This is an optimization exercise on Yosys and OpenROAD, whose aim is small area, not a production implementation. Function was checked by simulation only, so behaviour that the tests miss may differ from the original.

==> inputs of quartz <==
==> flow/design.v <==
module top(
    input  logic        clk,
    input  logic        rst,
    input  logic [63:0] init_r,
    input  logic [63:0] init_g,
    input  logic [63:0] init_b,
    output logic        _48b,
    output logic        _45a
);
    logic [3:0] m;       
    logic [4:0] b;       
    logic [5:0] p;       
    logic       idle;
    logic jump, bend, pend, frame_end;
    assign jump = idle && !p[1] && b[4] && b[1] && (m == 4'd3);
    assign bend = (m == 4'd14);                  
    assign pend = bend && (b == 5'd23);          
    assign frame_end = pend && !idle && (p == 6'd0);
    always_ff @(posedge clk) begin
        if (rst || jump) begin
            m <= 4'd13; b <= 5'd31; p <= 6'd63; idle <= 1'b0;
        end else if (pend) begin
            m <= 4'd13; b <= 5'd31; p <= p - 6'd1;
            if (p == 6'd0) idle <= 1'b1;
        end else if (bend) begin
            m <= 4'd0; b <= b + 5'd1;
        end else begin
            m <= m + 4'd1;
        end
    end
    logic [14:0] uc;
    logic uc_end;
    assign uc_end = (uc == 15'h5589);
    logic due;           
    logic wb;            
    logic w;             
    logic [5:0] cu;      
    logic [5:0] ct;      
    assign ct = ~cu;
    logic win, wr;
    assign win = (b[4:2] == 3'b001) || (b == 5'd8 && m[3:2] == 2'b00);
    assign wr  = idle && wb && (w || (win && ct == 6'd63));
    always_ff @(posedge clk) begin
        if (rst) begin
            uc <= 15'h0e0a; due <= 1'b0; wb <= 1'b0; w <= 1'b0;
            cu <= 6'd0;
        end else begin
            uc <= uc_end ? 15'h2e0a : {uc[13:0], ~(uc[14] ^ uc[13])};
            cu <= cu + 6'd1;
            w  <= wr && (ct != 6'd0);
            if (frame_end && due) begin
                due <= 1'b0;
                wb <= 1'b1;
            end else begin
                if (uc_end) due <= 1'b1;
                if (jump) wb <= 1'b0;
            end
        end
    end
    logic [2:0] k, r;
    logic ph;            
    assign k  = ct[2:0];
    assign r  = ct[5:3];
    assign ph = ct[0];
    logic [2:0] sel;
    assign sel = {~p[1], p[1] & ~p[0], p[1] & p[0]};
    logic [63:0] S [3];      
    logic [63:0] Ss;         
    logic [63:0] init [3];
    assign init[0] = init_g;
    assign init[1] = init_r;
    assign init[2] = init_b;
    logic xw;                
    for (genvar c = 0; c < 3; c++) begin : ch
        logic feed;
        assign feed = (wr && sel[c]) ? xw : S[c][63];
        ring64 u_ring (
            .clk(clk), .rst(rst), .rstn(~rst), .init(init[c]), .feed(feed), .S(S[c])
        );
    end
    assign Ss = ({64{sel[0]}} & S[0]) | ({64{sel[1]}} & S[1]) | ({64{sel[2]}} & S[2]);
    logic [8:0] D;
    logic Z;
    logic [7:0] R8;
    always_ff @(posedge clk) begin
        D  <= {D[7:0], Ss[63]};
        R8 <= {R8[6:0], (r == 3'd7) ? Ss[63] : R8[7]};
        if (k == 3'd6) Z <= D[8];
    end
    logic n1, n2, n3, n4, n5, n6, n7, n8, ns;
    logic r0, k0, k7;
    assign r0 = (r == 3'd0);
    assign k0 = (k == 3'd0);
    assign k7 = (k == 3'd7);
    assign n1 = ~D[6];
    assign n2 = r0 ? ~R8[6] : Ss[62];
    assign n3 = k0 ? ~Z : (r0 ? Ss[62] : Ss[54]);
    assign n4 = D[7];
    assign n5 = r0 ? R8[7] : Ss[55];
    assign n6 = ~D[0];
    assign n7 = r0 ? ~R8[0] : Ss[56];
    assign n8 = k7 ? (r0 ? Ss[56] : Ss[48]) : ~D[8];
    assign ns = Ss[63];
    logic [3:0] cnt;
    logic nw0, nw1;
    assign cnt = n1 + n2 + n3 + n4 + n5 + n6 + n7 + n8;
    assign nw0 = (cnt == 4'd3) || ( ns && cnt == 4'd2);
    assign nw1 = (cnt == 4'd5) || (!ns && cnt == 4'd6);
    assign xw = ph ? ~nw1 : nw0;
    logic L, tap;
    always_comb begin
        case (b[4:3])
            2'd0:    tap = S[0][63];
            2'd1:    tap = S[1][63];
            default: tap = S[2][63];
        endcase
    end
    always_ff @(posedge clk) begin
        if (ct == p && !(b[2] && (b[1] || b[0]))) L <= tap;
    end
    logic bitval, o;
    assign bitval = (L ^ p[0]) && b[2] && b[0];
    assign o = !idle && ((m < 4'd5) || ((m < 4'd10) && bitval));    
    assign _48b = o;
    assign _45a = ~o;
endmodule
module ring64 (
    input  logic        clk,
    input  logic        rst,
    input  logic        rstn,
    input  logic [63:0] init,
    input  logic        feed,
    output logic [63:0] S
);
    logic [63:0] d;
    assign d = ~((({64{rst}}) | {S[62:0], feed}) & (({64{rstn}}) | init));
    always_ff @(posedge clk) S <= d;
endmodule
==> flow/flow/run.sh <==
#!/bin/bash
# Layout: the standard flow (standard.sh: standard synthesis, floorplan,
# placement, CTS, routing), with three changes to how cells are chosen:
#  - after floorplanning, combinational cells that synthesis sized up are
#    put back at their smallest drive strength (flow/downsize.tcl); the
#    later repair steps size up again where slew or load needs it;
#  - the buffer that every input and output port gets is buf_1;
#  - CTS clusters up to 10 sinks within 50 um per clkbuf_4 and adds no
#    dummy loads.
# make's full output goes to flow_make.log in this folder; ORFS's per-step
# logs stay under orfs/logs/.
set -euo pipefail
bash standard.sh \
  "POST_FLOORPLAN_TCL=$PWD/flow/downsize.tcl" \
  "BUFFER_PORTS_ARGS=-buffer_cell sky130_fd_sc_hd__buf_1" \
  "CTS_ARGS=-sink_clustering_enable -repair_clock_nets -dont_use_dummy_load -sink_clustering_size 10 -sink_clustering_max_diameter 50 -buf_list sky130_fd_sc_hd__clkbuf_4" \
  finish > flow_make.log 2>&1
==> flow/flow/downsize.tcl <==
# Swap each combinational cell that synthesis gave a larger drive strength
# for the same function at its smallest drive strength; flip-flops keep
# theirs. Later repair steps size cells up again where slew or load needs it.
set db [ord::get_db]
set lib [lindex [$db getLibs] 0]
set n 0
foreach inst [[ord::get_db_block] getInsts] {
  set mname [[$inst getMaster] getName]
  if {![regexp {^(sky130_fd_sc_hd__([a-z0-9]+))_([0-9]+)$} $mname -> base func drive]} { continue }
  if {[regexp {^(df|edf|sdf|sedf|dl|sdl|clk|tap|fill|decap|diode|conb|lpflow|macro|probe)} $func]} { continue }
  set best ""
  foreach d {0 1 2} {
    if {$d >= $drive} { break }
    set cand [$db findMaster ${base}_$d]
    if {$cand != "NULL"} { set best $cand; break }
  }
  if {$best != ""} {
    set lc [get_lib_cells */[$best getName]]
    if {[llength $lc] > 0} {
      replace_cell [get_cells [$inst getName]] [lindex $lc 0]
      incr n
    }
  }
}
puts "downsize: $n cells swapped to a smaller drive strength"
==> flow/standard.sh <==
#!/bin/bash
# synth_recipe.tcl (not shown) runs the flow's synth.tcl, then flattens the netlist and writes it again
# the make line also repeats each setting of config.mk as NAME=value (left out here)
make -C /OpenROAD-flow-scripts/flow DESIGN_CONFIG=/design/flow/config.mk WORK_HOME=/design/flow/orfs CLKGATE_MAP_FILE= SYNTH_SCRIPT=/design/flow/synth_recipe.tcl "${@:-finish}"
==> flow/config.mk <==
export PLATFORM = sky130hd
export DESIGN_NAME = top
export DESIGN_NICKNAME = top
export VERILOG_FILES = /design/flow/design.v
export SDC_FILE = /design/flow/constraint.sdc
export NUM_CORES = 4
export LEC_CHECK = 0
export CAP_MARGIN = 20
export CORE_MARGIN = 2
export CORE_UTILIZATION = 40
export SLEW_MARGIN = 20
export SYNTH_HIERARCHICAL = 1
==> flow/constraint.sdc <==
create_clock -name core_clock -period 10.0 [get_ports {clk}]
set_input_delay 2.0000 -clock core_clock [delete_from_list [all_inputs] [get_ports {clk}]]
set_output_delay 2.0000 -clock core_clock [all_outputs]
set_load 0.01 [all_outputs]
==> inputs of sierra, as changes to quartz <==
--- a/flow/design.v
+++ b/flow/design.v
@@ -73,2 +73,3 @@
     logic xw;                
+    logic [2:0] L;           
     for (genvar c = 0; c < 3; c++) begin : ch
@@ -79,2 +80,5 @@
         );
+        always_ff @(posedge clk) begin
+            if (ct == p) L[c] <= S[c][63];
+        end
     end
@@ -82,3 +86,3 @@
     logic [8:0] D;
-    logic Z;
+    logic E1, E2;
     logic [7:0] R8;
@@ -87,3 +91,6 @@
         R8 <= {R8[6:0], (r == 3'd7) ? Ss[63] : R8[7]};
-        if (k == 3'd6) Z <= D[8];
+        if (k == 3'd7) begin
+            E1 <= Ss[63];
+            E2 <= E1;
+        end
     end
@@ -96,3 +103,3 @@
     assign n2 = r0 ? ~R8[6] : Ss[62];
-    assign n3 = k0 ? ~Z : (r0 ? Ss[62] : Ss[54]);
+    assign n3 = k0 ? ~E2 : (r0 ? Ss[62] : Ss[54]);
     assign n4 = D[7];
@@ -109,16 +116,12 @@
     assign xw = ph ? ~nw1 : nw0;
-    logic L, tap;
+    logic bitval, o;
     always_comb begin
         case (b[4:3])
-            2'd0:    tap = S[0][63];
-            2'd1:    tap = S[1][63];
-            default: tap = S[2][63];
+            2'd0:    bitval = L[0];
+            2'd1:    bitval = L[1];
+            default: bitval = L[2];
         endcase
+        bitval = (bitval ^ p[0]) && b[2] && b[0];
+        o = !idle && ((m < 4'd5) || ((m < 4'd10) && bitval));    
     end
-    always_ff @(posedge clk) begin
-        if (ct == p && !(b[2] && (b[1] || b[0]))) L <= tap;
-    end
-    logic bitval, o;
-    assign bitval = (L ^ p[0]) && b[2] && b[0];
-    assign o = !idle && ((m < 4'd5) || ((m < 4'd10) && bitval));    
     assign _48b = o;
==> inputs of raven, as changes to quartz <==
==> flow/design.v (replaced) <==
module top(
    input  logic        clk,
    input  logic        rst,
    input  logic [63:0] init_r,
    input  logic [63:0] init_g,
    input  logic [63:0] init_b,
    output logic        _48b,
    output logic        _45a
);
    logic [3:0] m;       
    logic [4:0] b;       
    logic [5:0] p;       
    logic       idle;
    logic jump, bend, pend, frame_end;
    assign jump = idle && !p[1] && b[4] && b[1] && (m == 4'd3);
    assign bend = (m == 4'd14);                  
    assign pend = bend && (b == 5'd23);          
    assign frame_end = pend && !idle && (p == 6'd0);
    always_ff @(posedge clk) begin
        if (rst || jump) begin
            m <= 4'd13; b <= 5'd31; p <= 6'd63; idle <= 1'b0;
        end else if (pend) begin
            m <= 4'd13; b <= 5'd31; p <= p - 6'd1;
            if (p == 6'd0) idle <= 1'b1;
        end else if (bend) begin
            m <= 4'd0; b <= b + 5'd1;
        end else begin
            m <= m + 4'd1;
        end
    end
    logic [14:0] uc;
    logic uc_end;
    assign uc_end = (uc == 15'h32a6);
    logic due;           
    logic [2:0] q;       
    logic [5:0] ct;      
    always_ff @(posedge clk) begin
        if (rst) begin
            uc <= 15'h4cf5; due <= 1'b0; q <= 3'd0;
            ct <= 6'd63;
        end else begin
            uc <= uc_end ? 15'd0 : {uc[13:0], ~(uc[14] ^ uc[13])};
            ct <= ct - 6'd1;
            if (frame_end && due) begin
                due <= 1'b0;
                q <= 3'd1;
            end else begin
                if (uc_end) due <= 1'b1;
                if (q != 3'd0 && ct == 6'd0) q <= q + 3'd1;
            end
        end
    end
    localparam logic [63:0] POL = 64'hAAAA_AAAA_AAAA_AAAA;
    logic [2:0] k, r;
    assign k = ct[2:0];
    assign r = ct[5:3];
    logic [2:0] sel;
    logic wr;
    assign sel = {q[2] & q[1], q[2] & ~q[1], ~q[2] & q[1]};
    assign wr  = q[0] && (q[2] || q[1]);
    logic [63:0] Sp [3];     
    logic [63:0] S  [3];     
    logic [63:0] Ss;         
    logic [63:0] init [3];
    assign init[0] = init_g;
    assign init[1] = init_r;
    assign init[2] = init_b;
    logic nw;                
    logic [2:0] L;           
    for (genvar c = 0; c < 3; c++) begin : ch
        assign S[c] = Sp[c] ^ POL;
        logic feed;
        assign feed = (wr && sel[c]) ? nw : S[c][63];
        ring64 u_ring (
            .clk(clk), .rst(rst), .rstn(~rst), .init(init[c]), .feed(feed), .Sp(Sp[c])
        );
        always_ff @(posedge clk) begin
            if (ct == p) L[c] <= S[c][63];
        end
    end
    assign Ss = ({64{sel[0]}} & S[0]) | ({64{sel[1]}} & S[1]) | ({64{sel[2]}} & S[2]);
    logic [8:0] D;
    logic E1, E2;
    logic [7:0] R8;
    always_ff @(posedge clk) begin
        D  <= {D[7:0], Ss[63]};
        R8 <= {R8[6:0], (r == 3'd7) ? Ss[63] : R8[7]};
        if (k == 3'd7) begin
            E1 <= Ss[63];
            E2 <= E1;
        end
    end
    logic n1, n2, n3, n4, n5, n6, n7, n8;
    logic r0;
    assign r0 = (r == 3'd0);
    assign n1 = (k == 3'd0) ? D[6] : Ss[62];
    assign n2 = (k == 3'd7) ? Ss[56] : D[0];
    assign n3 = D[7];
    assign n4 = (k == 3'd0) ? E2 : D[6];
    assign n5 = (k == 3'd7) ? D[0] : D[8];
    assign n6 = r0 ? R8[7] : Ss[55];
    assign n7 = r0 ? R8[6] : ((k == 3'd0) ? Ss[62] : Ss[54]);
    assign n8 = r0 ? R8[0] : ((k == 3'd7) ? Ss[48] : Ss[56]);
    logic [3:0] cnt;
    assign cnt = n1 + n2 + n3 + n4 + n5 + n6 + n7 + n8;
    assign nw = (cnt == 4'd3) || (Ss[63] && cnt == 4'd2);
    logic bitval, o;
    always_comb begin
        case (b[4:3])
            2'd0:    bitval = L[0];
            2'd1:    bitval = L[1];
            default: bitval = L[2];
        endcase
        bitval = bitval && b[2] && b[0];
        o = !idle && ((m < 4'd5) || ((m < 4'd10) && bitval));    
    end
    assign _48b = o;
    assign _45a = ~o;
endmodule
module ring64 (
    input  logic        clk,
    input  logic        rst,
    input  logic        rstn,
    input  logic [63:0] init,
    input  logic        feed,
    output logic [63:0] Sp
);
    logic [63:0] d;
    always_comb begin
        d[0] = rst ? init[0] : feed;
        for (int i = 1; i < 64; i++) begin
            if (i % 2 == 1)
                d[i] = ~((rst | Sp[i-1]) & (rstn | init[i]));
            else
                d[i] = (rst & init[i]) | ~(rst | Sp[i-1]);
        end
    end
    always_ff @(posedge clk) Sp <= d;
endmodule
--- a/flow/flow/run.sh
+++ b/flow/flow/run.sh
@@ -2,6 +2,3 @@
 # Layout: the standard flow (standard.sh: standard synthesis, floorplan,
-# placement, CTS, routing), with three changes to how cells are chosen:
-#  - after floorplanning, combinational cells that synthesis sized up are
-#    put back at their smallest drive strength (flow/downsize.tcl); the
-#    later repair steps size up again where slew or load needs it;
+# placement, CTS, routing), with two changes to how cells are chosen:
 #  - the buffer that every input and output port gets is buf_1;
@@ -13,3 +10,2 @@
 bash standard.sh \
-  "POST_FLOORPLAN_TCL=$PWD/flow/downsize.tcl" \
   "BUFFER_PORTS_ARGS=-buffer_cell sky130_fd_sc_hd__buf_1" \
removed: flow/flow/downsize.tcl
==> notes <==
quartz passed the timing, DRC and antenna checks. raven finished clean. sierra finished clean.
Sequential share of layout area: sierra is higher than raven (1.5 points).
Critical path depth: raven is lower than quartz (5).
Of raven and sierra, raven has the higher first-iteration DRC count (gap 11%, measured against sierra).
The highest flip-flop and latch count belongs to raven, the lowest to quartz.

==> re-timing with driven ports <==
Ports are ideal in the flow. The routed layouts listed here were re-timed in OpenROAD. Step 1: set_driving_cell puts a clkbuf_16 on clk and a buf_2 on each other input, an assumption about the parent block. Step 2 moves the port delays by t, midway between the first and last clock arrival at a register: inputs arrive t later, outputs are due t later. That takes back most of the time a late clock gives input paths. a / b / c = ideal ports / drivers / drivers and shift; a / b = the first two.
| run | t (ns) | setup slack, ns | worst setup path after step 2 | pins driven straight from the clock port |
|---|---|---|---|---|
| quartz | 0.609 | 5.081 / 5.081 / 5.081 | register to register | 1 |
| sierra | 0.678 | 5.002 / 5.002 / 5.002 | register to register | 1 |
| raven | 0.671 | 5.305 / 5.305 / 5.032 | input to register | 1 |
After both steps every run listed still meets setup and hold. For raven, which loses most, drivers alone change the setup slack by 0.000 ns; drivers and shift together by -0.273 ns.
